Source: an optimization exercise on an open RTL-to-GDS flow (aim: small area, a short achievable clock period and few clock cycles). Production flows keep margins and buffers that such runs may drop. In this exercise RTL edits were held to simulation tests only and were not proved equivalent to the original. Power is estimated from default activity; no workload was simulated.

--- flow/config.mk ---
export PLATFORM = sky130hd
export DESIGN_NAME = CHIP
export DESIGN_NICKNAME = CHIP
export VERILOG_FILES = /design/flow/design.v
export SDC_FILE = /design/flow/constraint.sdc
export NUM_CORES = 8
export LEC_CHECK = 0
export CAP_MARGIN = 20
export CORE_MARGIN = 2
export CORE_UTILIZATION = 60
export CTS_BUF_LIST = sky130_fd_sc_hd__clkbuf_16
export CTS_CLUSTER_DIAMETER = 80
export CTS_CLUSTER_SIZE = 20
export SLEW_MARGIN = 20
export TNS_END_PERCENT = 20
--- flow/design.v ---
module CHIP (	mem_read_D,
				mem_write_D,
				mem_addr_D,
				mem_rdata_D,
				mem_wdata_D,
				mem_ready_D,
				mem_read_I,
				mem_write_I,
				mem_addr_I,
				mem_rdata_I,
				mem_wdata_I,
				mem_ready_I,
				clk,
				rst_n,
				DCACHE_addr,
				DCACHE_wdata,
				DCACHE_wen
				);
output			mem_read_I;
output			mem_write_I;
output	[31:4]	mem_addr_I;
input	[127:0]	mem_rdata_I;
output	[127:0]	mem_wdata_I;
input			mem_ready_I;
output			mem_read_D;
output			mem_write_D;
output	[31:4]	mem_addr_D;
input	[127:0]	mem_rdata_D;
output	[127:0]	mem_wdata_D;
input			mem_ready_D;
input			clk, rst_n;
output	[29:0]	DCACHE_addr;
output	[31:0]	DCACHE_wdata;
output			DCACHE_wen;
integer i, j;
reg  [13:0] pc;
reg         id_v;              
reg  [31:0] id_ins;
reg  [13:0] id_pc4;
reg         ex_wr, ex_ld, ex_st, ex_beq, ex_jr;
reg         id_rp, ex_rp;      
reg  [13:0] ras;               
reg  [4:0]  ex_rd;
reg  [31:0] ex_a;              
reg  [31:0] ex_b;              
reg         ex_sub;            
reg         ex_s_add, ex_s_and, ex_s_or, ex_s_xor, ex_s_nor, ex_s_sll, ex_s_srl,
            ex_s_slt, ex_s_link;
reg  [13:0] ex_pc4;
reg  [13:0] ex_bt;             
reg  [13:0] ex_im;             
reg         w_wr;
reg  [4:0]  w_rd;
reg  [31:0] w_d;               
reg  [13:2] w_addr;            
reg  [31:0] w_sd;              
reg         st_q;              
reg  [31:0] rf [0:31];
reg  [31:0] rf_ok;             
wire        dstall;            
wire        lu;                
wire        redir;             
reg  [127:0] ic_data [0:5];        
reg  [8:0]  ic_tag [0:5];
reg  [5:0]  ic_val;
reg  [1:0]  ic_age [0:5];          
reg         iq_v;                  
reg  [9:0]  iq_line;
reg         ib_busy;               
reg  [9:0]  ib_line;
wire [9:0]  pc_line = pc[13:4];
reg  [9:0]  nx_line;               
reg  [5:0]  ih, inh;               
reg  [5:0]  iv;                    
reg  [5:0]  iv_q;                  
reg  [5:0]  iv_old;
reg  [31:0] if_ins;
reg  [17:0] if_nx;                 
always @(*) begin
	for (i = 0; i < 6; i = i + 1) begin
		ih[i] = ((i / 3) == pc_line[0]) & ic_val[i] & (ic_tag[i] == pc_line[9:1]);
		inh[i] = ((i / 3) == nx_line[0]) & ic_val[i] & (ic_tag[i] == nx_line[9:1]);
		iv_old[i] = ((i / 3) == iq_line[0]) & (ic_age[i] == 2'd2);
	end
	iv = 6'd0;
	if (iq_line[0]) begin
		if (~ic_val[3]) iv[3] = 1'b1;
		else if (~ic_val[4]) iv[4] = 1'b1;
		else if (~ic_val[5]) iv[5] = 1'b1;
		else iv[5:3] = iv_old[5:3];
	end else begin
		if (~ic_val[0]) iv[0] = 1'b1;
		else if (~ic_val[1]) iv[1] = 1'b1;
		else if (~ic_val[2]) iv[2] = 1'b1;
		else iv[2:0] = iv_old[2:0];
	end
	if_ins = 32'd0;
	if_nx = 18'd0;
	for (i = 0; i < 6; i = i + 1)
		for (j = 0; j < 4; j = j + 1) begin
			if_ins = if_ins | ({32{ih[i] & (pc[3:2] == j)}} & ic_data[i][32*j +: 32]);
			if (j < 3)
				if_nx = if_nx | ({18{ih[i] & (pc[3:2] == j)}} & {ic_data[i][32*j+63 -: 6], ic_data[i][32*j+43 -: 12]});
		end
end
wire        if_hit = |ih;
wire        ic_nhit = |inh;
wire        ib_fill = ib_busy & mem_ready_I;
wire        i_acc = iq_v & (~ib_busy | mem_ready_I);
wire        iq_pc = iq_v & (iq_line == pc_line);
wire        iq_nx = iq_v & (iq_line == nx_line);
wire        i_have_pc = if_hit | (ib_busy & (ib_line == pc_line)) | (iq_pc & (~ib_busy | mem_ready_I));
wire        i_have_nx = ic_nhit | (ib_busy & (ib_line == nx_line)) | (iq_nx & (~ib_busy | mem_ready_I));
assign mem_read_I = iq_v;
assign mem_addr_I = {18'd0, iq_line};
assign mem_write_I = 1'b0;
assign mem_wdata_I = 128'd0;
reg         i_acc_q;               
reg  [5:0]  iu;
reg  [1:0]  iu_age;
always @(*) begin
	iu = i_acc_q ? iv_q : ih;
	iu_age = 2'd0;
	for (i = 0; i < 6; i = i + 1)
		if (iu[i])
			iu_age = iu_age | ic_age[i];
end
wire        iu_set = i_acc_q ? ib_line[0] : pc_line[0];
always @(posedge clk or negedge rst_n) begin
	if (~rst_n) begin
		ic_val <= 6'd0;
		for (i = 0; i < 6; i = i + 1)
			ic_age[i] <= i % 3;
		ib_busy <= 1'b0;
		iq_v <= 1'b0;
		i_acc_q <= 1'b0;
	end else begin
		i_acc_q <= i_acc;
		ic_val <= (ic_val | ({6{ib_fill}} & iv_q)) & ~({6{i_acc}} & iv);
		if (|iu)
			for (i = 0; i < 6; i = i + 1)
				if ((i / 3) == iu_set) begin
					if (iu[i])
						ic_age[i] <= 2'd0;
					else if (ic_age[i] < iu_age)
						ic_age[i] <= ic_age[i] + 2'd1;
				end
		if (i_acc)
			ib_busy <= 1'b1;
		else if (mem_ready_I)
			ib_busy <= 1'b0;
		iq_v <= ~i_have_pc | ~i_have_nx;
	end
end
always @(posedge clk) begin
	iq_line <= ~i_have_pc ? pc_line : nx_line;
	nx_line <= pc_line + 10'd1;
	if (i_acc) begin
		ib_line <= iq_line;
		iv_q <= iv;
	end
	for (i = 0; i < 6; i = i + 1) begin
		if (i_acc & iv[i])
			ic_tag[i] <= iq_line[9:1];
		if (ib_busy & iv_q[i])
			ic_data[i] <= mem_rdata_I;
	end
end
localparam DN = 2;                 
localparam DNB = 1;                
localparam PF = 1;                 
localparam PFW = 3;                
reg  [31:0] dc_data [0:DN*4-1];    
reg  [9:0]  dc_tag [0:DN-1];
reg  [DN-1:0] dc_val, dc_dirty;
reg  [DNB-1:0] dc_age [0:DN-1];    
reg         dq_rd, dq_wr;          
reg  [9:0]  dq_line;
reg  [127:0] dq_wdata;
reg         wb_pend;               
reg  [9:0]  wb_line;
reg         db_busy;               
reg         db_rd;                 
reg         f_pend;                
reg  [9:0]  f_line;
reg  [DN-1:0] f_oh;                
reg         f_st;                  
reg  [1:0]  f_word;
reg  [31:0] f_data;
reg         d_req_q;               
reg         pf_q;                  
reg  [9:0]  pf_base;
wire [13:0] m_sum = ex_a[13:0] + ex_im;
wire [4:0]  m_lo = {1'b0, ex_a[3:0]} + {1'b0, ex_im[3:0]};
wire [9:0]  m_line = m_sum[13:4];
wire [1:0]  m_word = m_lo[3:2];
wire [9:0]  la = ex_a[13:4];
wire [9:0]  lb = ex_im[13:4];
wire        lc = m_lo[4];
wire [9:0]  pf_line = pf_base + 10'd1;   
wire        m_mem = ex_ld | ex_st;
reg  [9:0]  sa_z, sa_c;
reg  [DN-1:0] dh, dnh, v_oh;
reg  [DNB-1:0] h_age;
reg  [31:0] m_cw;
reg  [127:0] v_line;
reg  [9:0]  v_tag;
reg         v_found;
always @(*) begin
	h_age = 0;
	m_cw = 32'd0;
	for (i = 0; i < DN; i = i + 1) begin
		sa_z = la ^ lb ^ dc_tag[i];
		sa_c = (la & lb) | ((la ^ lb) & ~dc_tag[i]);
		dh[i] = dc_val[i] & (sa_z[0] == lc) & (sa_z[9:1] == sa_c[8:0]);
		dnh[i] = dc_val[i] & (dc_tag[i] == pf_line);
		if (dh[i]) h_age = h_age | dc_age[i];
		m_cw = m_cw | ({32{dh[i]}} & dc_data[i*4 + m_word]);
	end
	v_oh = 0;
	v_found = 1'b0;
	for (i = 0; i < DN; i = i + 1)
		if (~v_found & ~dc_val[i]) begin v_oh[i] = 1'b1; v_found = 1'b1; end
	for (i = 0; i < DN; i = i + 1)
		if (~v_found & (dc_age[i] == DN - 1) & ~dh[i]) begin v_oh[i] = 1'b1; v_found = 1'b1; end
	for (i = 0; i < DN; i = i + 1)
		if (~v_found & (dc_age[i] == DN - 2)) begin v_oh[i] = 1'b1; v_found = 1'b1; end
	v_line = 128'd0;
	v_tag = 10'd0;
	for (i = 0; i < DN; i = i + 1) begin
		v_line = v_line | ({128{f_oh[i]}} & {dc_data[i*4+3], dc_data[i*4+2], dc_data[i*4+1], dc_data[i*4]});
		v_tag = v_tag | ({10{f_oh[i]}} & dc_tag[i]);
	end
end
wire        dc_hit_w = |dh;
wire        dc_hit = dc_hit_w;
wire        dc_vdirty = |(v_oh & dc_val & dc_dirty);
wire        d_acc = (dq_rd | dq_wr) & (~db_busy | mem_ready_D);
wire        d_rdy = db_busy & db_rd;   
wire        d_fill = d_rdy & mem_ready_D;
wire        d_conf = f_pend & |(dh & f_oh);
wire        d_hitok = dc_hit & ~d_conf;
wire        d_free = ~f_pend & ~dq_rd & ~dq_wr;
wire        d_issue = d_free & m_mem & ~dc_hit;
wire        d_pf = (PF != 0) & pf_q & d_free & ~(m_mem & ~dc_hit) & ~(|dnh);
wire        d_req = d_issue | d_pf;
assign      dstall = m_mem & ~d_hitok & ~(d_issue & ex_st);
assign mem_read_D  = dq_rd;
assign mem_write_D = dq_wr;
assign mem_addr_D  = {18'd0, dq_line};
assign mem_wdata_D = dq_wdata;
wire        m_stw = ex_st & d_hitok;
reg  [31:0] dw_sd [0:DN-1];        
reg  [DN*4-1:0] dw_st;             
reg  [DN*4-1:0] dw_en;
always @(*) begin
	for (i = 0; i < DN; i = i + 1) begin
		dw_sd[i] = (f_pend & f_oh[i]) ? f_data : ex_b;
		for (j = 0; j < 4; j = j + 1) begin
			dw_st[i*4+j] = (f_pend & f_oh[i]) ? (f_st & (f_word == j)) : (m_word == j);
			dw_en[i*4+j] = (m_stw & dh[i] & (m_word == j)) | (d_rdy & f_oh[i]);
		end
	end
end
wire        dage_upd = d_fill | (m_mem & d_hitok);
reg  [DN-1:0] du;
reg  [DNB-1:0] du_age;
always @(*) begin
	du = d_fill ? f_oh : dh;
	du_age = 0;
	for (i = 0; i < DN; i = i + 1)
		if (du[i]) du_age = du_age | dc_age[i];
end
always @(posedge clk or negedge rst_n) begin
	if (~rst_n) begin
		dc_val <= 0;
		dc_dirty <= 0;
		for (i = 0; i < DN; i = i + 1)
			dc_age[i] <= i;
		dq_rd <= 1'b0;
		dq_wr <= 1'b0;
		wb_pend <= 1'b0;
		db_busy <= 1'b0;
		f_pend <= 1'b0;
		d_req_q <= 1'b0;
		pf_q <= 1'b0;
	end else begin
		d_req_q <= d_req;
		pf_q <= ex_ld & d_hitok & (m_word >= PFW);
		if (d_req) begin
			dq_rd <= 1'b1;
			wb_pend <= dc_vdirty;
			f_pend <= 1'b1;
		end else if (d_acc) begin
			dq_rd <= 1'b0;
			dq_wr <= dq_rd & wb_pend;
			wb_pend <= 1'b0;
		end
		if (d_acc)
			db_busy <= 1'b1;
		else if (mem_ready_D)
			db_busy <= 1'b0;
		if (d_fill) begin
			dc_val <= dc_val | f_oh;
			dc_dirty <= (dc_dirty & ~f_oh) | ({DN{f_st}} & f_oh) | ({DN{m_stw}} & dh);
			f_pend <= 1'b0;
		end else if (m_stw)
			dc_dirty <= dc_dirty | dh;
		if (dage_upd)
			for (i = 0; i < DN; i = i + 1) begin
				if (du[i])
					dc_age[i] <= 0;
				else if (dc_age[i] < du_age)
					dc_age[i] <= dc_age[i] + 1'b1;
			end
	end
end
always @(posedge clk) begin
	if (d_acc)
		db_rd <= dq_rd;
	pf_base <= m_line;
	if (d_req_q) begin
		dq_wdata <= v_line;
		wb_line <= v_tag;
	end
	if (d_req) begin
		dq_line <= d_issue ? m_line : pf_line;
		f_line <= d_issue ? m_line : pf_line;
		f_oh <= v_oh;
		f_st <= d_issue & ex_st;
		f_word <= m_word;
		f_data <= ex_b;
	end else if (d_acc)
		dq_line <= d_req_q ? v_tag : wb_line;
	for (i = 0; i < DN*4; i = i + 1)
		if (dw_en[i])
			dc_data[i] <= dw_st[i] ? dw_sd[i / 4] : mem_rdata_D[32*(i % 4) +: 32];
	for (i = 0; i < DN; i = i + 1)
		if (d_fill & f_oh[i])
			dc_tag[i] <= f_line;
end
assign DCACHE_wen = st_q;
assign DCACHE_addr = {18'd0, w_addr};
assign DCACHE_wdata = w_sd;
wire        if_j = (if_ins[31:26] == 6'h02) | (if_ins[31:26] == 6'h03);
wire        if_fold = (pc[3:2] != 2'd3) & (if_nx[17:12] == 6'h02);
wire        if_link = (if_ins[31:26] == 6'h03) | ((if_ins[31:26] == 6'h00) & (if_ins[5:0] == 6'h09));
wire        if_ret = (if_ins[31:26] == 6'h00) & (if_ins[5:0] == 6'h08) & (if_ins[25:21] == 5'd31);
wire [13:0] pc4 = pc + 14'd4;
wire [5:0]  op = id_ins[31:26];
wire [4:0]  rs = id_ins[25:21];
wire [4:0]  rt = id_ins[20:16];
wire [4:0]  rd = id_ins[15:11];
wire [5:0]  fn = id_ins[5:0];
wire        is_r = (op == 6'h00);
wire        is_nop = (id_ins == 32'd0);
wire        is_jr = is_r & ((fn == 6'h08) | (fn == 6'h09));
wire        is_jalr = is_r & (fn == 6'h09);
wire        is_jal = (op == 6'h03);
wire        is_j = (op == 6'h02);
wire        is_beq = (op == 6'h04);
wire        is_lw = (op == 6'h23);
wire        is_sw = (op == 6'h2B);
wire        d_wr = id_v & ~(is_beq | is_j | (is_r & (fn == 6'h08)) | is_sw | is_nop);
wire [4:0]  d_rd = (is_jal | is_jalr) ? 5'd31 : is_r ? rd : rt;
wire        f_sub  = is_r & (fn == 6'h22);
wire        f_and  = (is_r & (fn == 6'h24)) | (op == 6'h0C);
wire        f_or   = (is_r & (fn == 6'h25)) | (op == 6'h0D);
wire        f_xor  = (is_r & (fn == 6'h26)) | (op == 6'h0E);
wire        f_nor  = is_r & (fn == 6'h1B);
wire        f_sll  = is_r & (fn == 6'h00);
wire        f_srl  = is_r & ((fn == 6'h02) | (fn == 6'h03));
wire        f_slt  = (is_r & (fn == 6'h2A)) | (op == 6'h0A);
wire        f_link = is_jal | is_jalr;
wire        id_sub = f_sub | f_slt;
wire        f_add  = ~(f_sub | f_and | f_or | f_xor | f_nor | f_sll | f_srl | f_slt | f_link | is_lw);
wire        byp_a = w_wr & (w_rd == rs);
wire        byp_b = w_wr & (w_rd == rt);
wire [31:0] id_rs_oh = 32'd1 << rs;
wire [31:0] id_rt_oh = 32'd1 << rt;
wire        ok_a = |(id_rs_oh & rf_ok);
wire        ok_b = |(id_rt_oh & rf_ok);
reg  [31:0] rf_ra, rf_rb;
always @(*) begin
	rf_ra = 32'd0;
	rf_rb = 32'd0;
	for (i = 0; i < 32; i = i + 1) begin
		rf_ra = rf_ra | ({32{id_rs_oh[i]}} & rf[i]);
		rf_rb = rf_rb | ({32{id_rt_oh[i]}} & rf[i]);
	end
end
wire [31:0] rf_a = ({32{byp_a}} & w_d) | ({32{~byp_a & ok_a}} & rf_ra);
wire [31:0] rf_b = ({32{byp_b}} & w_d) | ({32{~byp_b & ok_b}} & rf_rb);
wire        fwd_a = ex_wr & (ex_rd == rs);
wire        fwd_b = ex_wr & (ex_rd == rt);
wire        use_imm = ~is_r & ~is_sw & ~is_beq;
wire [31:0] id_imm = {{16{id_ins[15]}}, id_ins[15:0]};
assign      lu = 1'b0;
wire [31:0] fa = ex_a;
wire [31:0] fb = ex_b;
wire [31:0] o2 = ex_b;
wire [31:0] ad_b = o2 ^ {32{ex_sub}};
reg  [31:0] ad_g, ad_p, ad_s;
integer lv;
always @(*) begin
	ad_g = fa & ad_b;
	ad_p = fa ^ ad_b;
	ad_g[0] = ad_g[0] | (ad_p[0] & ex_sub);
	for (lv = 1; lv < 32; lv = lv * 2)
		for (i = 31; i >= lv; i = i - 1) begin
			ad_g[i] = ad_g[i] | (ad_p[i] & ad_g[i-lv]);
			ad_p[i] = ad_p[i] & ad_p[i-lv];
		end
	ad_s = (fa ^ ad_b) ^ {ad_g[30:0], ex_sub};
end
wire        sh_big = |fb[31:5];
wire [31:0] sh_l = fa << fb[4:0];
wire [31:0] sh_r = fa >> fb[4:0];
wire [31:0] ex_res_c =
	({32{ex_s_add}}  & ad_s) |
	({32{ex_s_and}}  & (fa & o2)) |
	({32{ex_s_or}}   & (fa | o2)) |
	({32{ex_s_xor}}  & (fa ^ o2)) |
	({32{ex_s_nor}}  & ~(fa | o2)) |
	({32{ex_s_sll & ~sh_big}} & sh_l) |
	({32{ex_s_srl & ~sh_big}} & sh_r) |
	({32{ex_s_slt}}  & {31'd0, ~ad_g[31]}) |
	({32{ex_s_link}} & {18'd0, ex_pc4}) |
	({32{ex_ld}}     & m_cw);
wire [31:0] ex_res = ex_res_c;
wire        ex_taken = (ex_beq & (fa == fb)) | (ex_jr & ~(ex_rp & (fa[13:0] == ex_pc4)));
wire [13:0] ex_tgt = ex_jr ? fa[13:0] : ex_bt;
assign      redir = ex_taken & ~dstall;
wire        id_hold = dstall | lu;
always @(posedge clk or negedge rst_n) begin
	if (~rst_n) begin
		pc <= 14'd0;
		id_v <= 1'b0;
		ex_wr <= 1'b0; ex_ld <= 1'b0; ex_st <= 1'b0; ex_beq <= 1'b0; ex_jr <= 1'b0;
		id_rp <= 1'b0; ex_rp <= 1'b0;
		ras <= 14'd0;
		w_wr <= 1'b0;
		st_q <= 1'b0;
		rf_ok <= 32'd0;
	end else begin
		if (redir) begin
			pc <= ex_tgt;
			id_v <= 1'b0;
		end else if (~id_hold) begin
			if (if_hit) begin
				pc <= if_j ? {if_ins[11:0], 2'b00} : if_ret ? ras : if_fold ? {if_nx[11:0], 2'b00} : pc4;
				id_v <= 1'b1;
				id_rp <= if_ret;
				if (if_link)
					ras <= pc4;
			end else
				id_v <= 1'b0;
		end
		if (~dstall) begin
			if (lu | redir) begin
				ex_wr <= 1'b0; ex_ld <= 1'b0; ex_st <= 1'b0; ex_beq <= 1'b0; ex_jr <= 1'b0;
			end else begin
				ex_wr <= d_wr;
				ex_ld <= id_v & is_lw;
				ex_st <= id_v & is_sw;
				ex_beq <= id_v & is_beq;
				ex_jr <= id_v & is_jr;
				ex_rp <= id_rp;
			end
		end
		w_wr <= ~dstall & ex_wr;
		st_q <= ~dstall & ex_st;
		if (w_wr)
			rf_ok[w_rd] <= 1'b1;
	end
end
always @(posedge clk) begin
	if (~id_hold & ~redir & if_hit) begin
		id_ins <= if_ins;
		id_pc4 <= if_ret ? ras : pc4;
	end
	if (~dstall) begin
		ex_rd <= d_rd;
		ex_a <= ({32{fwd_a}} & ex_res_c) | ({32{~fwd_a}} & rf_a);
		ex_b <= ({32{use_imm}} & id_imm) | ({32{~use_imm & fwd_b}} & ex_res_c) | ({32{~use_imm & ~fwd_b}} & rf_b);
		ex_sub <= id_sub;
		ex_s_add <= f_add | f_sub;
		ex_s_and <= f_and;
		ex_s_or <= f_or;
		ex_s_xor <= f_xor;
		ex_s_nor <= f_nor;
		ex_s_sll <= f_sll;
		ex_s_srl <= f_srl;
		ex_s_slt <= f_slt;
		ex_s_link <= f_link;
		ex_pc4 <= id_pc4;
		ex_bt <= id_pc4 + {id_ins[11:0], 2'b00};
		ex_im <= id_ins[13:0];
	end
	w_rd <= ex_rd;
	w_d <= ex_res;
	w_addr <= m_sum[13:2];
	w_sd <= ex_b;
	if (w_wr)
		rf[w_rd] <= w_d;
end
endmodule
--- flow/constraint.sdc ---
create_clock -name core_clock -period 12.0 [get_ports {clk}]
set_input_delay 2.4000 -clock core_clock [delete_from_list [all_inputs] [get_ports {clk}]]
set_output_delay 2.4000 -clock core_clock [all_outputs]
set_load 0.01 [all_outputs]
--- flow/flow/run.sh ---
#!/bin/bash
# Layout flow: the standard ORFS flow (standard.sh, standard synthesis
# unchanged; config.mk's settings come in through config.mk), with three
# layout settings changed:
#  - timing repair aims for 8 ns of setup slack, so it keeps sizing and
#    buffering the critical paths well below the 12 ns clock period;
#  - cell sizing may swap cells of any footprint (the platform default only
#    allows swaps between cells of the same footprint);
#  - the port buffers are sky130_fd_sc_hd__buf_2 instead of delay buffers.
# make's full output goes to flow_make.log; every ORFS step also keeps its own
# log under orfs/logs/.
set -euo pipefail
cd "$(dirname "$0")/.."
bash standard.sh \
  SETUP_SLACK_MARGIN=8.0 \
  MATCH_CELL_FOOTPRINT=0 \
  "BUFFER_PORTS_ARGS=-buffer_cell sky130_fd_sc_hd__buf_2" \
  finish > flow_make.log 2>&1
--- flow/standard.sh ---
#!/bin/bash
# synth_recipe.tcl (not shown) runs the flow's synth.tcl, then flattens the netlist and writes it again
# the make line also repeats each setting of config.mk as NAME=value (left out here)
make -C /OpenROAD-flow-scripts/flow DESIGN_CONFIG=/design/flow/config.mk WORK_HOME=/design/flow/orfs CLKGATE_MAP_FILE= SYNTH_SCRIPT=/design/flow/synth_recipe.tcl "${@:-finish}"
==> flow_metrics.tcl, run 1 <==
set metrics [dict create \
    setup_violations 0 \
    seqPwrFrac 0.582 \
    end_kind "flop" \
    report.final.slew_viol_count 0 \
    max_freq_ghz 0.2300 \
    rsz0062_at_grt "yes" \
    clock_latency_ns 0.90 \
    crit_cells 15 \
    clock_power_share 0.281 \
    worstReg2RegEnd "id_pc4[0]" \
    cp_slowest_cell "or4b_4" \
    drive_gt1_frac 0.1828 \
    layout_min_cycle_time_ns 4.348 \
    r2r-start "pc[13]" \
    final_util 0.6768 \
    fin_tns_setup_ns 0 \
    die_w_um 455.4 \
    p_sw_frac 0.2724 \
    grt_overflow_total 0 \
    synth_flop_cell "edfxtp_1" \
    numCtsBuffers 156 \
    fin_hold_ws_ns 0.4284 \
    drtAntennaViolNets 0 \
    cp_num_buf_inv 6 \
    intPower_w 0.01448 \
    wirelength_mm 494.3 \
    fin_skew_ns 0.06747 \
    maxCapViolCount 0 \
    crit_arrival_ns 4.98 \
    final_nets 9782 \
    drt-pass1-iter-count 17 \
    postSynthAreaPerCell_um2 13.86 \
    fin_crit_sh 0.3623 \
    critPathMaxFanout 14 \
    hp-class "reg -> reg" \
    p_sw_w 0.005423 \
    tightest_slew_ns 1.219 \
    grt_pass1_vias 89000 \
    portBuffers 455 \
    ys_async_sr_fraction 0.03846 \
    worstPathCellList "buf_12 -> xnor2_1 -> nand4_4 -> buf_12 -> nor4_4 -> clkbuf_16 -> clkbuf_16 -> a22oi_1 -> nand3_1 -> nor3_1 -> or4b_4 -> nor4_4 -> buf_4 -> clkbuf_16 -> mux2_4" \
    fp.dieH_um 455.4 \
    grt.busiest_layer "met2" \
    clock-sinks 2704 \
    place_congestion 0.9925 \
    use_met3 0.1690 \
    place_area_um2 127900 \
    fin_area_um2 136900 \
    wl_per_cell_um 40.73 \
    relSlewSlack 0.1861 \
    dp_hpwl_mm 279.2 \
    critPathRequiredTime_ns 12.63 \
    start_kind "flop" \
    final_common_cell "edfxtp_1" \
    syn_inst 8821 \
    min_path_cells 0 \
    hold_end "ex_bt[1]" \
    final_cell_mix "2489 x edfxtp_1, 767 x a22oi_1, 512 x a22o_1, 454 x buf_2, 443 x nor2_1" \
    syn_to_final_growth_pct 12.02 \
    dp_slack_ns 6.477 \
    yosysUniqueCellTypes 89 \
    cts-hold-fix-buffers 0 \
    p_comb_frac 0.136 \
    drtIter0Drc 21530 \
    p_leak_nw 47.55 \
    hp-start "id_pc4[1]" \
    rr_worst_depth 15 \
    reg2reg_slack_ns 7.65 \
    seq_area_frac_synth 0.6510 \
    vias_per_cell 7.805 \
    io_pins 639 \
    grt_use_met2 0.6630 \
    ys_warn_count 8 \
    peakVddDrop_mv 0.1786 \
    rows 165 \
    htreeDepth 4 \
    outcome "timing/DRC/antenna clean" \
    clkTransAtPathRegs_ns 0.08 \
    die_area_um2 207400 \
    synth_seq_cells 2704 \
    start_util 0.6042 \
    grt_antenna_before_repair 47 \
    fin_ws_ns 7.652 \
    core_um2 202300 \
    syn_area_um2 122200 \
    cp_slowest_stage_delay_ns 0.58 \
    power.density_nw_per_um2 145.4 \
    cpMostUsedCell "clkbuf_16" \
    tritoncts "yes" \
    grt_pass1_wl_mm 673.6 \
    cts.path.max_buffers 3 \
    critical_path_class "reg -> reg" \
    grt.met1_usage 0.5964 \
    synth-edff-count 2489 \
    grt_max_degree 87 \
    drc 0 \
    vias 94710 \
    hold_violations 0 \
    cts_root_buffer "clkbuf_16" \
    crit_family "simple AND/OR/NAND/NOR gates" \
    globalRouteTotalUtil 0.4630 \
]
worst reg2reg max path, cell delays in order, from the launching register on:
cell       delay, ns
dfrtp_4         0.55
buf_12          0.17
xnor2_1         0.25
nand4_4         0.22
buf_12          0.20
nor4_4          0.34
clkbuf_16       0.30
clkbuf_16       0.26
a22oi_1         0.11
nand3_1         0.10
nor3_1          0.09
or4b_4          0.58
nor4_4          0.28
buf_4           0.19
clkbuf_16       0.17
mux2_4          0.30
stage by stage:
stage / power, W / std cells
finish: 0.01991 / 12140
global route: 0.02036 / 12120
CTS: 0.01969 / 11990
detailed placement: 0.01397 / 11610
global placement: 0.01392 / 11610
floorplan: 0.01309 / 9003
synth_stat cells, drive strengths merged, types with 19 or more instances:
| master | n | area, um2 |
|---|---|---|
| a211oi | 24 | 190.2 |
| a21o | 51 | 382.9 |
| a21oi | 446 | 2232 |
| a221oi | 412 | 3608 |
| a222oi | 82 | 820.8 |
| a22o | 514 | 4502 |
| a22oi | 787 | 5908 |
| and2 | 27 | 168.9 |
| and3 | 25 | 156.4 |
| buf | 301 | 1961 |
| clkbuf | 478 | 1794 |
| dfrtp | 99 | 2477 |
| dfxtp | 111 | 2222 |
| edfxtp | 2489 | 74740 |
| fa | 20 | 400.4 |
| ha | 141 | 1764 |
| inv | 164 | 615.6 |
| mux2 | 87 | 979.7 |
| mux2i | 149 | 1491 |
| mux4 | 113 | 2545 |
| nand2 | 307 | 1155 |
| nand2b | 31 | 193.9 |
| nand3 | 245 | 1226 |
| nand4 | 182 | 1176 |
| nor2 | 546 | 2052 |
| nor2b | 19 | 118.9 |
| nor3 | 57 | 290.3 |
| nor4 | 72 | 566.8 |
| o21ai | 164 | 820.8 |
| o221ai | 23 | 201.4 |
| o22ai | 24 | 150.1 |
| o31ai | 33 | 247.7 |
| or3 | 21 | 131.4 |
| or4 | 63 | 480.5 |
| xnor2 | 184 | 1612 |
| xor2 | 140 | 1226 |
power by group through the flow:
stage / clock network (W) / logic [W] / registers [W]
3_5_place_dp: 0 / 0.00217 / 0.0118
6_report: 0.00560 / 0.00272 / 0.0116
3_3_place_gp: 0 / 0.00213 / 0.0118
2_1_floorplan: 0 / 0.00152 / 0.0116
4_1_cts: 0.00556 / 0.00256 / 0.0116
5_1_grt: 0.00588 / 0.00285 / 0.0116
logic make-up after synthesis:
kind of cell,count (synthesis),share of synthesized area
multiplexers,349,0.04104
AO/OA/AOI/OAI,2692,0.1649
AND/OR/NAND/NOR,1643,0.06626
other,1,0.00003068
buffers and inverters,947,0.03588
flip-flops,2704,0.6510
adder cells (fa/ha/maj),161,0.01771
XOR/XNOR,324,0.02321
registers in the layout, summed over array words and instances, names as in the netlist, 12 cells and up:
name	flops
ex_a	32
id_pc4	14
rf_ok	32
ex_b	32
id_ins	32
pc	14
w_d	32
rf	1024
ic_age	12
ex_bt	14
ex_im	14
ic_tag	54
w_sd	32
ex_pc4	12
f_data	32
dc_data	256
ic_data	768
ras	14
dc_tag	20
dq_wdata	128
cell type report:
cell class	instances	area (um2)
Inverter	168	666.9
Clock buffer	159	3979
Clock inverter	74	533.0
Fill cell	14210	65390
Timing Repair Buffer	977	7438
Antenna cell	27	67.56
Tap cell	2672	3343
Multi-Input combinational cell	5354	41280
Sequential cell	2704	79620
timing repair:
action / in CTS / in global routing
pin swaps: 54 / 70
cloned: 24 / 6
buffers inserted: 130 / 106
endpoints found under the setup margin: 883 / 529
resized for setup: 322 / 124
worst max path at each step:
| stage | startpoint | endpoint |
|---|---|---|
| floorplan | ex_a[6] | pc[3] |
| global placement | ex_a[6] | ras[10] |
| detailed placement | ex_a[9] | ras[10] |
| CTS | pc[9] | id_pc4[3] |
| global route | pc[13] | id_pc4[4] |
| finish | pc[13] | id_pc4[0] |
metal layers:
metal  routed length [um]  up-vias
met5                  390        -
li1                     -    36330
met2               208100     9834
met4                42050       52
met3                81180     2452
met1               162600    46050
Testbench counts, summed over its fixed seeds: cycles 76,899.
==> inputs of run 2 (changes only) <==
--- a/flow/design.v
+++ b/flow/design.v
@@ -51,2 +51,3 @@
 reg  [13:0] ex_im;             
+reg         ex_big;            
 reg         w_wr;
@@ -397,3 +398,3 @@
 wire [31:0] id_imm = {{16{id_ins[15]}}, id_ins[15:0]};
-assign      lu = 1'b0;
+assign      lu = id_v & (f_sll | f_srl) & fwd_b;
 wire [31:0] fa = ex_a;
@@ -415,3 +416,3 @@
 end
-wire        sh_big = |fb[31:5];
+wire        sh_big = ex_big;
 wire [31:0] sh_l = fa << fb[4:0];
@@ -498,2 +499,3 @@
 		ex_im <= id_ins[13:0];
+		ex_big <= |rf_b[31:5];
 	end
==> flow_metrics.tcl, run 2 <==
set metrics [dict create \
    outcome "timing/DRC/antenna clean" \
    synth-edff-count 2490 \
    final_cell_count_no_fill 12520 \
    drive_gt1_frac 0.2016 \
    seqCellArea_um2 79660 \
    vias_per_cell 7.867 \
    fin_skew_ns 0.06621 \
    ys_warn_count 8 \
    largest-register "rf" \
    yosysUniqueCellTypes 99 \
    critPathMaxFanout 15 \
    drtIter0Drc 21420 \
    relSlewSlack 0.1079 \
    final_nets 10120 \
    yosys.area.top_type_share 0.6051 \
    dp_hpwl_mm 298.8 \
    report.final.slew_viol_count 0 \
    hold_violations 0 \
    cts.path.max_buffers 3 \
    critPathRequiredTime_ns 12.63 \
    end_kind "flop" \
    setup_violations 0 \
    vias 98510 \
    cts_root_buffer "clkbuf_16" \
    crit_arrival_ns 4.99 \
    final_common_cell "edfxtp_1" \
    r2r-start "id_ins[18]" \
    layout_min_cycle_time_ns 4.364 \
    fin_crit_sh 0.3636 \
    die_area_um2 209600 \
    clock_latency_ns 0.89 \
    power.density_nw_per_um2 137.6 \
    synth.largest_area_cell "edfxtp_1" \
    htreeDepth 4 \
    core_um2 204600 \
    fp.dieH_um 457.8 \
    critical_path_class "reg -> reg" \
    cts-hold-fix-buffers 0 \
    grt_antenna_before_repair 52 \
    wl_met2_mm 213.3 \
    maxCapViolCount 0 \
    numCtsBuffers 158 \
    synth.most_common_cell "edfxtp_1" \
    drc 0 \
    drt-pass1-iter-count 13 \
    drtAntennaViolNets 0 \
    postSynthAreaPerCell_um2 13.69 \
    p_leak_nw 49.73 \
    seq_area_frac_synth 0.6442 \
    grt_pass1_wl_mm 694.4 \
    syn_to_final_growth_pct 14.06 \
    start_util 0.6040 \
    syn_inst 9026 \
    tritoncts "yes" \
    wl_met3_mm 89.09 \
    wirelength_mm 520.5 \
    largest_register_ffs 1024 \
    rsz0062_at_grt "yes" \
    clkTransAtPathRegs_ns 0.09 \
    drt-met1-wl_mm 171.0 \
    hp-start "id_pc4[0]" \
    total_power_w 0.01939 \
    place_area_um2 129100 \
    multi_input_area_um2 42890 \
    wl_per_cell_um 41.57 \
    fin_area_um2 140900 \
    grt_pass1_vias 91300 \
    synth_commonest_cells "2490 x edfxtp_1, 923 x a22oi_1, 575 x nor2_1" \
    rows 166 \
    dp_cells 11820 \
    place_congestion 1.014 \
    max_freq_ghz 0.2292 \
    synth_flop_cell "edfxtp_1" \
    globalRouteTotalUtil 0.4711 \
    portBuffers 455 \
    critPathLaunch "id_ins[18]" \
    die_w_um 457.8 \
    clock-sinks 2705 \
    ys_async_sr_fraction 0.03845 \
    reg_top3 "rf x1024, ic_data x768, dc_data x256" \
    dr.max_layer_used "met5" \
    syn_area_um2 123600 \
    io_pins 639 \
    synth_seq_cells 2705 \
    hp-class "reg -> reg" \
    final_cell_mix "2490 x edfxtp_1, 909 x a22oi_1, 476 x nor2_1, 460 x buf_4" \
    start_kind "flop" \
    grt_overflow_total 0 \
    peakVddDrop_mv 0.2024 \
    grt_max_degree 83 \
    fin_tns_setup_ns 0 \
    yosys-top-cells-area "edfxtp_1 61%, a22oi_1 5.6%, a22o_1 3.2%" \
    fillers 14000 \
    tightest_slew_ns 1.326 \
]
-- run 2: metal layers --
layer,vias to the layer above,track usage
met5,-,0
met1,47810,0.6083
met4,72,0.3026
li1,37320,-
met3,2809,0.1860
met2,10500,0.6636
-- run 2: cell families (layout without fill, tap and decap cells) --
logic type      count (synthesis)  count (layout)  synth area share
buf+inv                       962            1559           0.03705
compound gates               2702            2702            0.1620
xor+xnor                      321             321           0.02299
other cells                     1             208        0.00003035
mux                           362             362           0.04218
fa+ha+maj                     161             161           0.01752
flops                        2705            2705            0.6442
simple gates                 1812            1815           0.07406
-- run 2: cell type report --
type,count,area share
antenna,25,0.0004439
clock buffer,160,0.02841
clock inverter,106,0.005167
inverter,165,0.004705
multi-input combinational,5544,0.3043
sequential,2705,0.5652
tap,2688,0.02386
timing repair buffer,1125,0.06771
timing repair inverter,3,0.0002042
-- run 2: path summary, 6_finish.rpt --
check | to | slack [ns] | depth (start not counted)
min | ex_pc4[0] | 0.42 | 0
min reg2reg | ex_pc4[0] | 0.42 | 0
max reg2reg | ex_big | 7.64 | 18
min in group asynchronous | f_pend | 1.62 | 1
max | ex_big | 7.64 | 18
max in group asynchronous | pc[8] | 8.81 | 2
-- run 2: critical path, cell delays in order (launching register included) --
cell and delay [ns]:
edfxtp_1 0.49, clkbuf_4 0.23, nand3b_1 0.16, buf_12 0.14, nor2_4 0.03, buf_4 0.27
a22o_1 0.30, a221oi_1 0.27, nand4_1 0.21, nor3_4 0.24, buf_12 0.14, buf_12 0.15
buf_12 0.16, nor3_1 0.06, a21oi_1 0.53, nand4_1 0.19, nor4_2 0.31, buf_4 0.17
nand2_1 0.04
-- run 2: power breakdown --
| part | leakage [nW] | internal (W) | switching [W] |
|---|---|---|---|
| clock network | 2.57 | 0.00251 | 0.00320 |
| registers | 25.4 | 0.0111 | 0.000483 |
| logic | 21.7 | 0.000689 | 0.00140 |
-- run 2: stage by stage --
stage,worst slack [ns],utilization,hold WS (ns)
after floorplan,6.823,-,0.3859
after global placement,6.122,0.6309,0.4014
after global routing,7.672,0.6887,0.4446
after detailed placement,5.989,0.6311,0.4062
final,7.636,0.6889,0.4215
after CTS,7.914,0.6731,0.4243
-- run 2: repair_timing --
item | in CTS | in global routing
pin swaps | 67 | 88
hold endpoints to repair | 0 | 0
gates cloned | 26 | 28
setup endpoints to repair | 831 | 440
setup buffers | 186 | 172
resized for setup | 462 | 249
Testbench counts of run 2, summed over its fixed seeds: cycles 76,912.
==> inputs of run 3 (changes only) <==
--- a/flow/flow/run.sh
+++ b/flow/flow/run.sh
@@ -4,3 +4,3 @@
 # layout settings changed:
-#  - timing repair aims for 8 ns of setup slack, so it keeps sizing and
+#  - timing repair aims for 8.3 ns of setup slack, so it keeps sizing and
 #    buffering the critical paths well below the 12 ns clock period;
@@ -14,3 +14,3 @@
 bash standard.sh \
-  SETUP_SLACK_MARGIN=8.0 \
+  SETUP_SLACK_MARGIN=8.3 \
   MATCH_CELL_FOOTPRINT=0 \
==> flow_metrics.tcl, run 3 <==
set metrics [dict create \
    outcome "timing/DRC/antenna clean" \
    power.density_nw_per_um2 137.4 \
    total_power_w 0.01936 \
    synth_flop_cell "edfxtp_1" \
    start_util 0.6040 \
    ys_warn_count 8 \
    maxCapViolCount 0 \
    cp_slowest_stage_delay_ns 0.59 \
    portBuffers 455 \
    wl_per_cell_um 41.69 \
    htreeDepth 4 \
    layout_min_cycle_time_ns 4.264 \
    critPathMaxFanout 8 \
    r2r-start "pc[12]" \
    vias 98860 \
    hp-start "id_pc4[1]" \
    clock_latency_ns 0.87 \
    synth_compound_area_frac 0.1620 \
    min_path_cells 0 \
    hp-class "reg -> reg" \
    seqCellArea_um2 79660 \
    globalRouteTotalUtil 0.4749 \
    postSynthAreaPerCell_um2 13.69 \
    synthMuxAreaShare 0.04218 \
    fin_tns_setup_ns 0 \
    crit_arrival_ns 4.98 \
    clock-sinks 2705 \
    syn_inst 9026 \
    reg2reg_slack_ns 7.74 \
    fillers 14100 \
    drt-pass1-iter-count 14 \
    rr_worst_depth 15 \
    fin_skew_ns 0.03937 \
    ys_async_sr_fraction 0.03845 \
    cts-hold-fix-buffers 0 \
    rsz0062_at_grt "yes" \
    critPathRequiredTime_ns 12.72 \
    hold_end "ex_pc4[1]" \
    fin_hold_ws_ns 0.4400 \
    multi_input_area_um2 43190 \
    grt_overflow_total 0 \
    synth_seq_cells 2705 \
    fp.dieH_um 457.8 \
    largest-register "rf" \
    crit_family "simple AND/OR/NAND/NOR gates" \
    yosys.area.top_type_share 0.6051 \
    worstPathCellList "xnor2_1 -> nand3_4 -> nor3_1 -> buf_4 -> a222oi_1 -> nand4_1 -> nor4b_2 -> nand4_1 -> buf_4 -> nor4_4 -> and4_4 -> clkbuf_16 -> buf_4 -> mux2i_1 -> a31oi_1" \
    start_kind "flop" \
    cp_num_buf_inv 4 \
    tightest_slew_ns 1.234 \
    setup_violations 0 \
    cts.path.max_buffers 3 \
    grt_pass1_vias 91510 \
    io_pins 639 \
    drc 0 \
    critical_path_class "reg -> reg" \
    synth.most_common_cell "edfxtp_1" \
    critPathLaunch "pc[12]" \
    drtAntennaViolNets 0 \
    synth.largest_area_cell "edfxtp_1" \
    yosysUniqueCellTypes 99 \
    worstReg2RegEnd "pc[4]" \
    synth-xor-area-share 0.02299 \
    peakVddDrop_mv 0.1745 \
    fin_ws_ns 7.736 \
    drtIter0Drc 23090 \
    drive_gt1_frac 0.2014 \
    report.final.slew_viol_count 0 \
    core_um2 204600 \
    synth_adder_area_share 0.01752 \
    p_leak_nw 49.56 \
    cpMostUsedCell "buf_4" \
    final_common_cell "edfxtp_1" \
    end_kind "flop" \
    seq_area_frac_synth 0.6442 \
    vias_per_cell 7.912 \
    grt_pass1_wl_mm 699.1 \
    fin_crit_sh 0.3553 \
    cts_root_buffer "clkbuf_16" \
    rows 166 \
    synth_commonest_cells "2490 x edfxtp_1, 923 x a22oi_1, 575 x nor2_1" \
    final_nets 10070 \
    die_w_um 457.8 \
    dp_slack_ns 6.434 \
    syn_area_um2 123600 \
    max_freq_ghz 0.2345 \
    wirelength_mm 520.9 \
    yosys-top-cells-area "edfxtp_1 61%, a22oi_1 5.6%, a22o_1 3.2%" \
    dp_hpwl_mm 295.6 \
    hold_violations 0 \
    largest_register_ffs 1024 \
    relSlewSlack 0.1762 \
    synth-edff-count 2490 \
    grt_max_degree 81 \
    place_congestion 1.002 \
    grt_antenna_before_repair 66 \
    clkTransAtPathRegs_ns 0.09 \
    tritoncts "yes" \
    syn_to_final_growth_pct 14.04 \
    synth_top_family_by_area "compound AO/OA/AOI/OAI gates" \
    reg_top3 "rf x1024, ic_data x768, dc_data x256" \
    yosys.area_share.simple 0.07406 \
    numCtsBuffers 158 \
    die_area_um2 209600 \
    final_util 0.6888 \
    final_cell_mix "2490 x edfxtp_1, 909 x a22oi_1, 476 x nor2_1, 454 x buf_2, 452 x a22o_1" \
    cp_slowest_cell "dfrtp_4" \
]
run 3: cell counts after synthesis:
No cell type changed its count.
run 3: cell families after synthesis:
family / Yosys count
fa+ha+maj: 161
buf+inv: 962
flops: 2705
simple gates: 1812
other cells: 1
mux: 362
compound gates: 2702
xor+xnor: 321
run 3: cell type report:
| type | count | share of cell area |
|---|---|---|
| Inverter | 165 | 0.004750 |
| Sequential cell | 2705 | 0.5653 |
| Clock buffer | 161 | 0.02859 |
| Timing Repair inverter | 3 | 0.0002220 |
| Tap cell | 2688 | 0.02387 |
| Clock inverter | 109 | 0.004297 |
| Antenna cell | 45 | 0.0007991 |
| Multi-Input combinational cell | 5541 | 0.3065 |
| Timing Repair Buffer | 1078 | 0.06573 |
run 3: per-stage QoR:
stage               cells  area (um2)
global placement    11820      129200
detailed placement  11820      129200
CTS                 12340      138600
floorplan            9208      124500
finish              12500      140900
global route        12470      140900
run 3: worst max-delay path by stage:
stage	endpoint	depth (start not counted)
5_1_grt	pc[8]	19
3_5_place_dp	ras[0]	12
2_1_floorplan	ras[10]	14
4_1_cts	id_pc4[13]	13
3_3_place_gp	ras[0]	12
6_report	pc[4]	15
run 3: layer usage:
layer / global-route usage / routed length [um]
met5: 0.007118 / 705
met4: 0.3000 / 46910
met2: 0.6589 / 209700
met1: 0.6186 / 171800
met3: 0.1950 / 91820
run 3: report_power, final:
group	internal [W]	leakage [nW]	switching [W]	total [W]
logic	0.000695	21.5	0.00141	0.00211
registers	0.0111	25.4	0.000483	0.0116
clock network	0.00247	2.58	0.00318	0.00566
run 3: what timing repair did:
action | CTS | global route
endpoints found under the setup margin | 1152 | 1059
pin swaps | 92 | 79
gates resized for setup | 564 | 194
gates cloned | 35 | 25
setup buffers | 214 | 81
==> inputs of run 4 (changes only) <==
--- a/flow/design.v
+++ b/flow/design.v
@@ -60,2 +60,4 @@
 reg  [31:0] rf_ok;             
+reg  [31:0] rf_big;            
+wire        w_big = |w_d[31:5];
 wire        dstall;            
@@ -64,2 +66,3 @@
 reg  [127:0] ic_data [0:5];        
+reg  [7:0]  ic_pd [0:5];           
 reg  [8:0]  ic_tag [0:5];
@@ -78,3 +81,4 @@
 reg  [31:0] if_ins;
-reg  [17:0] if_nx;                 
+reg  [11:0] if_nx;                 
+reg  [1:0]  if_pd, if_pdn;         
 always @(*) begin
@@ -98,3 +102,5 @@
 	if_ins = 32'd0;
-	if_nx = 18'd0;
+	if_nx = 12'd0;
+	if_pd = 2'd0;
+	if_pdn = 2'd0;
 	for (i = 0; i < 6; i = i + 1)
@@ -103,3 +109,6 @@
 			if (j < 3)
-				if_nx = if_nx | ({18{ih[i] & (pc[3:2] == j)}} & {ic_data[i][32*j+63 -: 6], ic_data[i][32*j+43 -: 12]});
+				if_nx = if_nx | ({12{ih[i] & (pc[3:2] == j)}} & ic_data[i][32*j+43 -: 12]);
+			if_pd = if_pd | ({2{ih[i] & (pc[3:2] == j)}} & ic_pd[i][2*j +: 2]);
+			if (j < 3)
+				if_pdn = if_pdn | ({2{ih[i] & (pc[3:2] == j)}} & ic_pd[i][2*j+2 +: 2]);
 		end
@@ -129,2 +138,10 @@
 wire        iu_set = i_acc_q ? ib_line[0] : pc_line[0];
+reg  [7:0]  pd_fill;
+integer pw;
+always @(*)
+	for (pw = 0; pw < 4; pw = pw + 1)
+		pd_fill[2*pw +: 2] = (mem_rdata_I[32*pw+26 +: 6] == 6'h02) ? 2'd1 :
+		                     (mem_rdata_I[32*pw+26 +: 6] == 6'h03) ? 2'd2 :
+		                     ((mem_rdata_I[32*pw+26 +: 6] == 6'h00) & (mem_rdata_I[32*pw +: 6] == 6'h08) &
+		                      (mem_rdata_I[32*pw+21 +: 5] == 5'd31)) ? 2'd3 : 2'd0;
 always @(posedge clk or negedge rst_n) begin
@@ -165,4 +182,6 @@
 			ic_tag[i] <= iq_line[9:1];
-		if (ib_busy & iv_q[i])
+		if (ib_busy & iv_q[i]) begin
 			ic_data[i] <= mem_rdata_I;
+			ic_pd[i] <= pd_fill;
+		end
 	end
@@ -345,6 +364,6 @@
 assign DCACHE_wdata = w_sd;
-wire        if_j = (if_ins[31:26] == 6'h02) | (if_ins[31:26] == 6'h03);
-wire        if_fold = (pc[3:2] != 2'd3) & (if_nx[17:12] == 6'h02);
+wire        if_j = if_pd[0] ^ if_pd[1];
+wire        if_fold = (pc[3:2] != 2'd3) & (if_pdn == 2'd1);
 wire        if_link = (if_ins[31:26] == 6'h03) | ((if_ins[31:26] == 6'h00) & (if_ins[5:0] == 6'h09));
-wire        if_ret = (if_ins[31:26] == 6'h00) & (if_ins[5:0] == 6'h08) & (if_ins[25:21] == 5'd31);
+wire        if_ret = (if_pd == 2'd3);
 wire [13:0] pc4 = pc + 14'd4;
@@ -499,3 +518,3 @@
 		ex_im <= id_ins[13:0];
-		ex_big <= |rf_b[31:5];
+		ex_big <= byp_b ? w_big : ok_b & |(id_rt_oh & rf_big);
 	end
@@ -505,4 +524,6 @@
 	w_sd <= ex_b;
-	if (w_wr)
+	if (w_wr) begin
 		rf[w_rd] <= w_d;
+		rf_big[w_rd] <= w_big;
+	end
 end
--- a/flow/flow/run.sh
+++ b/flow/flow/run.sh
@@ -4,3 +4,3 @@
 # layout settings changed:
-#  - timing repair aims for 8.3 ns of setup slack, so it keeps sizing and
+#  - timing repair aims for 8 ns of setup slack, so it keeps sizing and
 #    buffering the critical paths well below the 12 ns clock period;
@@ -14,3 +14,3 @@
 bash standard.sh \
-  SETUP_SLACK_MARGIN=8.3 \
+  SETUP_SLACK_MARGIN=8.0 \
   MATCH_CELL_FOOTPRINT=0 \
==> flow_metrics.tcl, run 4 <==
set metrics [dict create \
    numCtsBuffers 163 \
    vias_per_cell 7.697 \
    p_sw_frac 0.2654 \
    syn_to_final_growth_pct 10.37 \
    cp_slowest_cell "buf_4" \
    final_cell_mix "2570 x edfxtp_1, 1183 x a22oi_1, 504 x nand2_1, 492 x nor2_1, 454 x buf_2" \
    maxCapViolCount 0 \
    p_leak_nw 48.01 \
    die_w_um 463.2 \
    outcome "timing/DRC/antenna clean" \
    seq_area_frac_synth 0.6483 \
    htreeDepth 4 \
    final_common_cell "edfxtp_1" \
    cts_root_buffer "clkbuf_16" \
    rows 168 \
    critical_path_class "reg -> reg" \
    clock_latency_ns 0.90 \
    grt_max_degree 75 \
    drtIter0Drc 21480 \
    synth-edff-count 2570 \
    min_path_cells 0 \
    largest-register "rf" \
    drive_gt1_frac 0.1571 \
    final_util 0.6662 \
    place_congestion 0.9685 \
    yosys.area.top_type_share 0.6101 \
    crit_arrival_ns 4.90 \
    yosys-top-cells-area "edfxtp_1 61%, a22oi_1 7.0%, a22o_1 2.5%" \
    clkTransAtPathRegs_ns 0.09 \
    syn_area_um2 126500 \
    largest_register_ffs 1024 \
    globalRouteTotalUtil 0.4563 \
    ys_async_sr_fraction 0.03734 \
    hold_violations 0 \
    reg2reg_slack_ns 7.78 \
    tritoncts "yes" \
    synth_seq_cells 2785 \
    peakVddDrop_mv 0.1805 \
    core_um2 209600 \
    synth_flop_cell "edfxtp_1" \
    dp_hpwl_mm 292.7 \
    fin_crit_sh 0.3519 \
    wl_per_cell_um 40.17 \
    io_pins 639 \
    drtAntennaViolNets 0 \
    end_kind "flop" \
    r2r-start "id_ins[19]" \
    hp-start "id_pc4[1]" \
    vias 97480 \
    power.density_nw_per_um2 142.1 \
    clock_power_share 0.298 \
    die_area_um2 214500 \
    clock-sinks 2785 \
    cpMostUsedCell "a211oi_1" \
    postSynthAreaPerCell_um2 13.51 \
    critPathRequiredTime_ns 12.68 \
    synth_commonest_cells "2570 x edfxtp_1, 1184 x a22oi_1, 590 x nor2_1" \
    setup_violations 0 \
    yosysUniqueCellTypes 100 \
    grt_pass1_wl_mm 693.0 \
    p_sw_w 0.005266 \
    seqPwrFrac 0.589 \
    fin_tns_setup_ns 0 \
    start_util 0.6036 \
    p_comb_frac 0.113 \
    start_kind "flop" \
    worstReg2RegEnd "ex_b[20]" \
    report.final.slew_viol_count 0 \
    max_freq_ghz 0.2368 \
    intPower_w 0.01457 \
    hold_end "ex_pc4[1]" \
    drc 0 \
    grt_pass1_vias 91520 \
    relSlewSlack 0.1197 \
    ys_warn_count 9 \
    reg_top3 "rf x1024, ic_data x768, dc_data x256" \
    portBuffers 455 \
    critPathMaxFanout 24 \
    grt_antenna_before_repair 31 \
    layout_min_cycle_time_ns 4.222 \
    worstPathCellList "or3b_2 -> nor2_4 -> buf_4 -> a22oi_1 -> nand4_1 -> nor3_1 -> a21oi_1 -> a211oi_1 -> a211oi_1" \
    cp_slowest_stage_delay_ns 0.71 \
    synth.most_common_cell "edfxtp_1" \
    grt_overflow_total 0 \
    fin_skew_ns 0.05876 \
    final_nets 10180 \
    cts.path.max_buffers 3 \
    rr_worst_depth 9 \
    fp.dieH_um 463.2 \
    wirelength_mm 508.7 \
    syn_inst 9362 \
    drt-pass1-iter-count 13 \
    tightest_slew_ns 1.310 \
    total_power_w 0.01984 \
    rsz0062_at_grt "yes" \
    hp-class "reg -> reg" \
    synth.largest_area_cell "edfxtp_1" \
]
## run 4: cell count changes in the layout (fill, tap and decap cells not counted), sizes merged, moves of 80 or more
cell / change
buf: -211
a221oi: -94
nand2: +195
edfxtp: +80
a22o: -91
a22oi: +263
## run 4: critical path, delay by kind of cell, from the launching register on
family	cells	cell delay, ns
AOI/OAI and AO/OA	4	1.16
and+or+nand+nor	4	1.54
DFF	1	0.57
buffers and inverters	1	0.71
## run 4: timing repair
item,in CTS,in global routing
hold buffers,0,0
setup endpoints to repair,696,446
buffers inserted,50,61
gates resized for setup,177,127
cloned,6,13
pin swaps,19,25
## run 4: layout make-up
class                   count  area [um2]
clock buffers             164        4104
flip-flops and latches   2785       82040
clock inverters            85       778.2
multi-input cells        5784       42260
repair buffers            845        6165
repair inverters            2       12.51
inverters                 176       695.7
fillers                 15180       69960
well taps                2805        3510
diodes                     19       47.55
## run 4: logic make-up (layout without fill, tap and decap cells)
group                    Yosys count  count (layout)  share of synthesized area
AO/OA/AOI/OAI                   2846            2846                     0.1643
buffers and inverters            977            1272                    0.03647
multiplexers                     327             327                    0.03580
other                              1             202                 0.00002964
AND/OR/NAND/NOR                 1939            1941                    0.07508
adder cells (fa/ha/maj)          162             162                    0.01721
XOR/XNOR                         325             325                    0.02280
flip-flops                      2785            2785                     0.6483
## run 4: worst max path at each step
stage	start	end	slack [ns]	depth (start not counted)
after CTS	ex_b[1]	ex_b[20]	7.84	11
after floorplan	ex_a[12]	ex_a[0]	7.44	9
after detailed placement	pc[2]	pc[7]	6.63	16
after global routing	ex_a[1]	ex_a[13]	7.83	11
after global placement	pc[2]	pc[7]	6.55	16
final	id_ins[19]	ex_b[20]	7.78	9
## run 4: power by group through the flow
stage,Clock (W),Combinational (W),Sequential [W]
5_1_grt,0.00621,0.00235,0.0117
4_1_cts,0.00587,0.00214,0.0117
3_3_place_gp,0,0.00202,0.0119
2_1_floorplan,0,0.00139,0.0117
3_5_place_dp,0,0.00205,0.0119
6_report,0.00591,0.00225,0.0117
## run 4: per-layer routing
layer  share of wire  GRT usage
met5         0.00047   0.004234
met4           0.079     0.2653
met3            0.16     0.1598
met2            0.42     0.6639
met1            0.34     0.5948
## run 4: per-stage QoR
stage | hold slack, ns | setup slack (ns) | area [um2] | instances
6_report | 0.4280 | 7.778 | 139600 | 12670
5_1_grt | 0.4252 | 7.831 | 139600 | 12650
4_1_cts | 0.4278 | 7.841 | 138300 | 12570
3_5_place_dp | 0.4138 | 6.628 | 132200 | 12270
3_3_place_gp | 0.4100 | 6.554 | 132200 | 12270
2_1_floorplan | 0.3894 | 7.443 | 127300 | 9544
Testbench counts of run 4, summed over its fixed seeds: cycles 76,912.
==> inputs of run 5 (changes only) <==
--- a/flow/config.mk
+++ b/flow/config.mk
@@ -9,3 +9,3 @@
 export CORE_MARGIN = 2
-export CORE_UTILIZATION = 60
+export CORE_UTILIZATION = 64
 export CTS_BUF_LIST = sky130_fd_sc_hd__clkbuf_16
@@ -13,2 +13,3 @@
 export CTS_CLUSTER_SIZE = 20
+export PLACE_DENSITY = 0.68
 export SLEW_MARGIN = 20
==> flow_metrics.tcl, run 5 <==
set metrics [dict create \
    drt-pass1-iter-count 13 \
    grt_overflow_total 0 \
    final_cell_mix "2570 x edfxtp_1, 1184 x a22oi_1, 506 x nand2_1, 489 x nor2_1, 456 x buf_2" \
    place_area_um2 132100 \
    drc 0 \
    maxCapViolCount 0 \
    core_um2 196800 \
    synth.largest_area_cell "edfxtp_1" \
    vias_per_cell 7.852 \
    postSynthAreaPerCell_um2 13.51 \
    fp.dieH_um 448.6 \
    ys_warn_count 9 \
    ys_async_sr_fraction 0.03734 \
    rr_worst_depth 11 \
    grt_pass1_wl_mm 685.8 \
    cts-hold-fix-buffers 0 \
    fin_tns_setup_ns 0 \
    min_path_cells 0 \
    hp-start "id_pc4[1]" \
    drtAntennaViolNets 0 \
    yosys-top-cells-area "edfxtp_1 61%, a22oi_1 7.0%, a22o_1 2.5%" \
    start_util 0.6427 \
    r2r-start "id_ins[16]" \
    peakVddDrop_mv 0.2344 \
    tightest_slew_ns 1.364 \
    outcome "timing/DRC/antenna clean" \
    start_kind "flop" \
    relSlewSlack 0.08354 \
    largest-register "rf" \
    final_cell_count_no_fill 12600 \
    tritoncts "yes" \
    clkTransAtPathRegs_ns 0.09 \
    fin_skew_ns 0.06730 \
    syn_to_final_growth_pct 10.95 \
    critPathRequiredTime_ns 12.62 \
    power.density_nw_per_um2 142.3 \
    vias 98900 \
    fin_hold_ws_ns 0.4233 \
    drive_gt1_frac 0.1666 \
    largest_register_ffs 1024 \
    critPathMaxFanout 18 \
    htreeDepth 4 \
    dp_cells 12110 \
    report.final.slew_viol_count 0 \
    rows 163 \
    setup_violations 0 \
    place_congestion 1.016 \
    synth_commonest_cells "2570 x edfxtp_1, 1184 x a22oi_1, 590 x nor2_1" \
    max_freq_ghz 0.2372 \
    fin_crit_sh 0.3514 \
    numCtsBuffers 164 \
    rsz0062_at_grt "yes" \
    grt_pass1_vias 93330 \
    seq_area_frac_synth 0.6483 \
    fin_ws_ns 7.784 \
    grt_antenna_before_repair 30 \
    final_common_cell "edfxtp_1" \
    p_leak_nw 48.47 \
    yosys.area.top_type_share 0.6101 \
    wl_per_cell_um 39.85 \
    dp_hpwl_mm 279.4 \
    syn_area_um2 126500 \
    synth-edff-count 2570 \
    critPathLaunch "id_ins[16]" \
    reg_top3 "rf x1024, ic_data x768, dc_data x256" \
    globalRouteTotalUtil 0.4791 \
    yosysUniqueCellTypes 100 \
    cts.path.max_buffers 3 \
    synth.most_common_cell "edfxtp_1" \
    hold_violations 0 \
    die_area_um2 201200 \
    clock-sinks 2785 \
    die_w_um 448.6 \
    crit_arrival_ns 4.84 \
    syn_inst 9362 \
    fillers 13170 \
    portBuffers 455 \
    drtIter0Drc 22010 \
    dp_slack_ns 6.277 \
    fin_area_um2 140400 \
    hp-class "reg -> reg" \
    layout_min_cycle_time_ns 4.216 \
    clock_latency_ns 0.91 \
    grt_max_degree 80 \
    end_kind "flop" \
    critical_path_class "reg -> reg" \
    final_nets 10280 \
    synth_flop_cell "edfxtp_1" \
    wirelength_mm 501.9 \
    io_pins 639 \
    cts_root_buffer "clkbuf_16" \
    synth_seq_cells 2785 \
]
==> run 5: cell counts after synthesis <==
Identical to the previous run, type by type.
==> run 5: final cells by class <==
type | count | area [um2] | area share
multi-input cells | 5786 | 42390 | 0.3021
repair inverters | 1 | 5.005 | 0.00003566
diodes | 21 | 52.55 | 0.0003744
well taps | 2640 | 3303 | 0.02353
repair buffers | 939 | 6979 | 0.04973
clock inverters | 81 | 703.2 | 0.005010
flip-flops and latches | 2785 | 82060 | 0.5847
inverters | 176 | 704.4 | 0.005019
clock buffers | 166 | 4154 | 0.02960
==> run 5: cells by family after synthesis <==
logic type	Yosys count	synth area share
xor+xnor	325	0.02280
compound gates	2846	0.1643
buf+inv	977	0.03647
other cells	1	0.00002964
mux	327	0.03580
flops	2785	0.6483
fa+ha+maj	162	0.01721
simple gates	1939	0.07508
==> run 5: through the flow <==
stage,utilization,power [W]
after floorplan,-,0.01310
after global routing,0.7130,0.02041
after CTS,0.7037,0.01965
after global placement,0.6710,0.01385
after detailed placement,0.6712,0.01391
final,0.7132,0.01997
==> run 5: where the power goes <==
part | switching (W) | total (W) | internal, W
registers | 0.000440 | 0.0117 | 0.0112
logic | 0.00158 | 0.00242 | 0.000835
clock network | 0.00329 | 0.00588 | 0.00259
==> run 5: final timing paths <==
| check | endpoint | slack, ns |
|---|---|---|
| worst max-delay path | ex_b[19] | 7.78 |
| worst min-delay path | ex_pc4[1] | 0.42 |
| worst max register to register | ex_b[19] | 7.78 |
| worst min register to register | ex_pc4[1] | 0.42 |
| max in group asynchronous | w_wr | 8.99 |
| min in group asynchronous | ic_age[4][1] | 1.56 |
==> run 5: timing repair <==
item / 4_1_cts / 5_1_grt
gates resized for setup: 228 / 142
endpoints found under the setup margin: 762 / 600
setup buffers: 66 / 128
pin swaps: 22 / 36
gates cloned: 10 / 13
==> run 5: metal layers <==
layer | GRT usage | wire length [um] | up-vias
li1 | - | - | 37940
met1 | 0.6055 | 158600 | 47300
met2 | 0.6937 | 210600 | 10710
met3 | 0.1860 | 85670 | 2915
met4 | 0.3033 | 46670 | 32
met5 | 0.009233 | 360 | -
==> run 5: worst max-delay path, cell delays in order (launching register included) <==
cell	delay, ns
edfxtp_1	0.59
nand2b_2	0.50
nor2_4	0.20
buf_4	0.52
buf_4	0.59
a22oi_1	0.18
nand4_1	0.16
nor2_1	0.05
a21oi_1	0.42
a211o_1	0.17
o21ai_0	0.09
o21ai_0	0.41
==> inputs of run 6 (changes only) <==
--- a/flow/flow/run.sh
+++ b/flow/flow/run.sh
@@ -4,3 +4,3 @@
 # layout settings changed:
-#  - timing repair aims for 8 ns of setup slack, so it keeps sizing and
+#  - timing repair aims for 8.3 ns of setup slack, so it keeps sizing and
 #    buffering the critical paths well below the 12 ns clock period;
@@ -14,3 +14,3 @@
 bash standard.sh \
-  SETUP_SLACK_MARGIN=8.0 \
+  SETUP_SLACK_MARGIN=8.3 \
   MATCH_CELL_FOOTPRINT=0 \
--- a/flow/config.mk
+++ b/flow/config.mk
@@ -9,3 +9,3 @@
 export CORE_MARGIN = 2
-export CORE_UTILIZATION = 64
+export CORE_UTILIZATION = 60
 export CTS_BUF_LIST = sky130_fd_sc_hd__clkbuf_16
@@ -13,3 +13,2 @@
 export CTS_CLUSTER_SIZE = 20
-export PLACE_DENSITY = 0.68
 export SLEW_MARGIN = 20
==> flow_metrics.tcl, run 6 <==
set metrics [dict create \
    min_path_cells 0 \
    ys_warn_count 9 \
    yosysUniqueCellTypes 100 \
    grt_pass1_vias 93710 \
    synth_top_family_by_area "compound AO/OA/AOI/OAI gates" \
    hold_end "ex_pc4[0]" \
    hold_violations 0 \
    fin_skew_ns 0.05498 \
    synth.most_common_cell "edfxtp_1" \
    final_nets 10490 \
    tightest_slew_ns 1.276 \
    globalRouteTotalUtil 0.4730 \
    r2r-start "w_rd[0]" \
    place_congestion 0.9773 \
    outcome "timing/DRC/antenna clean" \
    final_cell_mix "2570 x edfxtp_1, 1179 x a22oi_1, 500 x nand2_1, 492 x nor2_1, 483 x buf_4" \
    critPathMaxFanout 22 \
    grt_antenna_before_repair 33 \
    final_util 0.6890 \
    fin_crit_sh 0.3336 \
    synth_compound_area_frac 0.1643 \
    start_kind "flop" \
    die_area_um2 214500 \
    start_util 0.6036 \
    final_cell_count_no_fill 12970 \
    clock-sinks 2785 \
    syn_inst 9362 \
    relSlewSlack 0.1493 \
    dp_slack_ns 6.217 \
    yosys.area_share.simple 0.07508 \
    htreeDepth 4 \
    hp-start "id_pc4[0]" \
    reg_top3 "rf x1024, ic_data x768, dc_data x256" \
    report.final.slew_viol_count 0 \
    drive_gt1_frac 0.1976 \
    drc 0 \
    maxCapViolCount 0 \
    cts_root_buffer "clkbuf_16" \
    drtIter0Drc 22380 \
    p_leak_nw 50.39 \
    end_kind "flop" \
    drt-pass1-iter-count 8 \
    crit_arrival_ns 4.54 \
    vias 100300 \
    postSynthAreaPerCell_um2 13.51 \
    yosys-top-cells-area "edfxtp_1 61%, a22oi_1 7.0%, a22o_1 2.5%" \
    clock_latency_ns 0.90 \
    tritoncts "yes" \
    grt_pass1_wl_mm 715.8 \
    fin_ws_ns 7.997 \
    syn_area_um2 126500 \
    layout_min_cycle_time_ns 4.003 \
    io_pins 639 \
    dp_hpwl_mm 288.1 \
    cts.path.max_buffers 3 \
    seq_area_frac_synth 0.6483 \
    critical_path_class "reg -> reg" \
    largest-register "rf" \
    synth_flop_cell "edfxtp_1" \
    reg2reg_slack_ns 8.00 \
    syn_to_final_growth_pct 14.14 \
    grt_max_degree 75 \
    vias_per_cell 7.732 \
    wl_per_cell_um 40.79 \
    rsz0062_at_grt "yes" \
    rr_worst_depth 4 \
    drtAntennaViolNets 0 \
    worstReg2RegEnd "rf[27][12]" \
    max_freq_ghz 0.2498 \
    grt_overflow_total 0 \
    synth_adder_area_share 0.01721 \
]
## run 6: changes by cell type in the layout (fill, tap and decap cells not counted), sizes merged
cell	change
buf	+191
a31o	-2
inv	+1
diode	-9
clkbuf	+27
bufbuf	-2
clkinvlp	+2
or2	+1
clkinv	+5
## run 6: final cells by class
type                            instances  area (um2)  share of cell area
Antenna cell                           12       30.03           0.0002080
Clock buffer                          164        4104             0.02842
Clock inverter                         88       729.5            0.005052
Inverter                              176       701.9            0.004861
Multi-Input combinational cell       5785       43550              0.3017
Sequential cell                      2785       82050              0.5683
Tap cell                             2805        3510             0.02431
Timing Repair Buffer                 1157        9692             0.06712
Timing Repair inverter                  2       12.51          0.00008666
## run 6: where the power goes
part | internal (W) | leakage [nW] | total [W] | switching (W)
Sequential | 0.0112 | 26.2 | 0.0116 | 0.000418
Clock | 0.00256 | 2.53 | 0.00588 | 0.00333
Combinational | 0.00101 | 21.7 | 0.00277 | 0.00176
## run 6: timing repair
item                                    4_1_cts  5_1_grt
hold buffers                                  0        0
gates cloned                                 39       16
endpoints found under the setup margin     1006      879
pin swaps                                    64      123
buffers inserted                            202      174
resized for setup                           386      316
## run 6: how the worst max path moves through the flow
stage / start / to / slack, ns
global placement: ex_a[6] / ex_b[19] / 5.99
finish: w_rd[0] / rf[27][12] / 8.00
CTS: iq_line[9] / mem_addr_I[13] / 8.01
detailed placement: pc[11] / pc[7] / 6.22
global route: dq_wdata[1] / mem_wdata_D[1] / 8.03
floorplan: ex_a[12] / ex_a[0] / 7.44
## run 6: kinds of logic (layout without fill, tap and decap cells)
family | after synthesis | in the layout
compound gates | 2846 | 2846
flops | 2785 | 2785
simple gates | 1939 | 1942
buf+inv | 977 | 1587
mux | 327 | 327
xor+xnor | 325 | 325
fa+ha+maj | 162 | 162
other cells | 1 | 195
## run 6: critical path, stage by stage, from the launching register on
cell and delay (ns):
dfxtp_1 0.73, ha_1 0.60, nand2_1 0.59, nor2_4 0.95, buf_4 0.64
## run 6: stage by stage
stage | total power (W) | instance area [um2]
after floorplan | 0.01310 | 127300
after global placement | 0.01389 | 132300
after detailed placement | 0.01395 | 132400
after CTS | 0.01983 | 141100
after global routing | 0.02069 | 144400
final | 0.02029 | 144400
## run 6: layer usage
metal / wire length [um] / share of wire / up-vias / track usage
met2: 221900 / 0.42 / 10490 / 0.6772
met1: 172000 / 0.32 / 48690 / 0.6043
met5: 378 / 0.00071 / - / 0.002897
li1: - / - / 38410 / -
met4: 47380 / 0.090 / 46 / 0.3149
met3: 87520 / 0.17 / 2687 / 0.1739

Setup slack of run 6, layout unchanged: 7.997 ns with ideal ports, 7.917 ns with driving cells assumed (clock clkbuf_16, inputs buf_2), 7.386 ns with port delays also shifted by the 0.972 ns mid clock arrival.
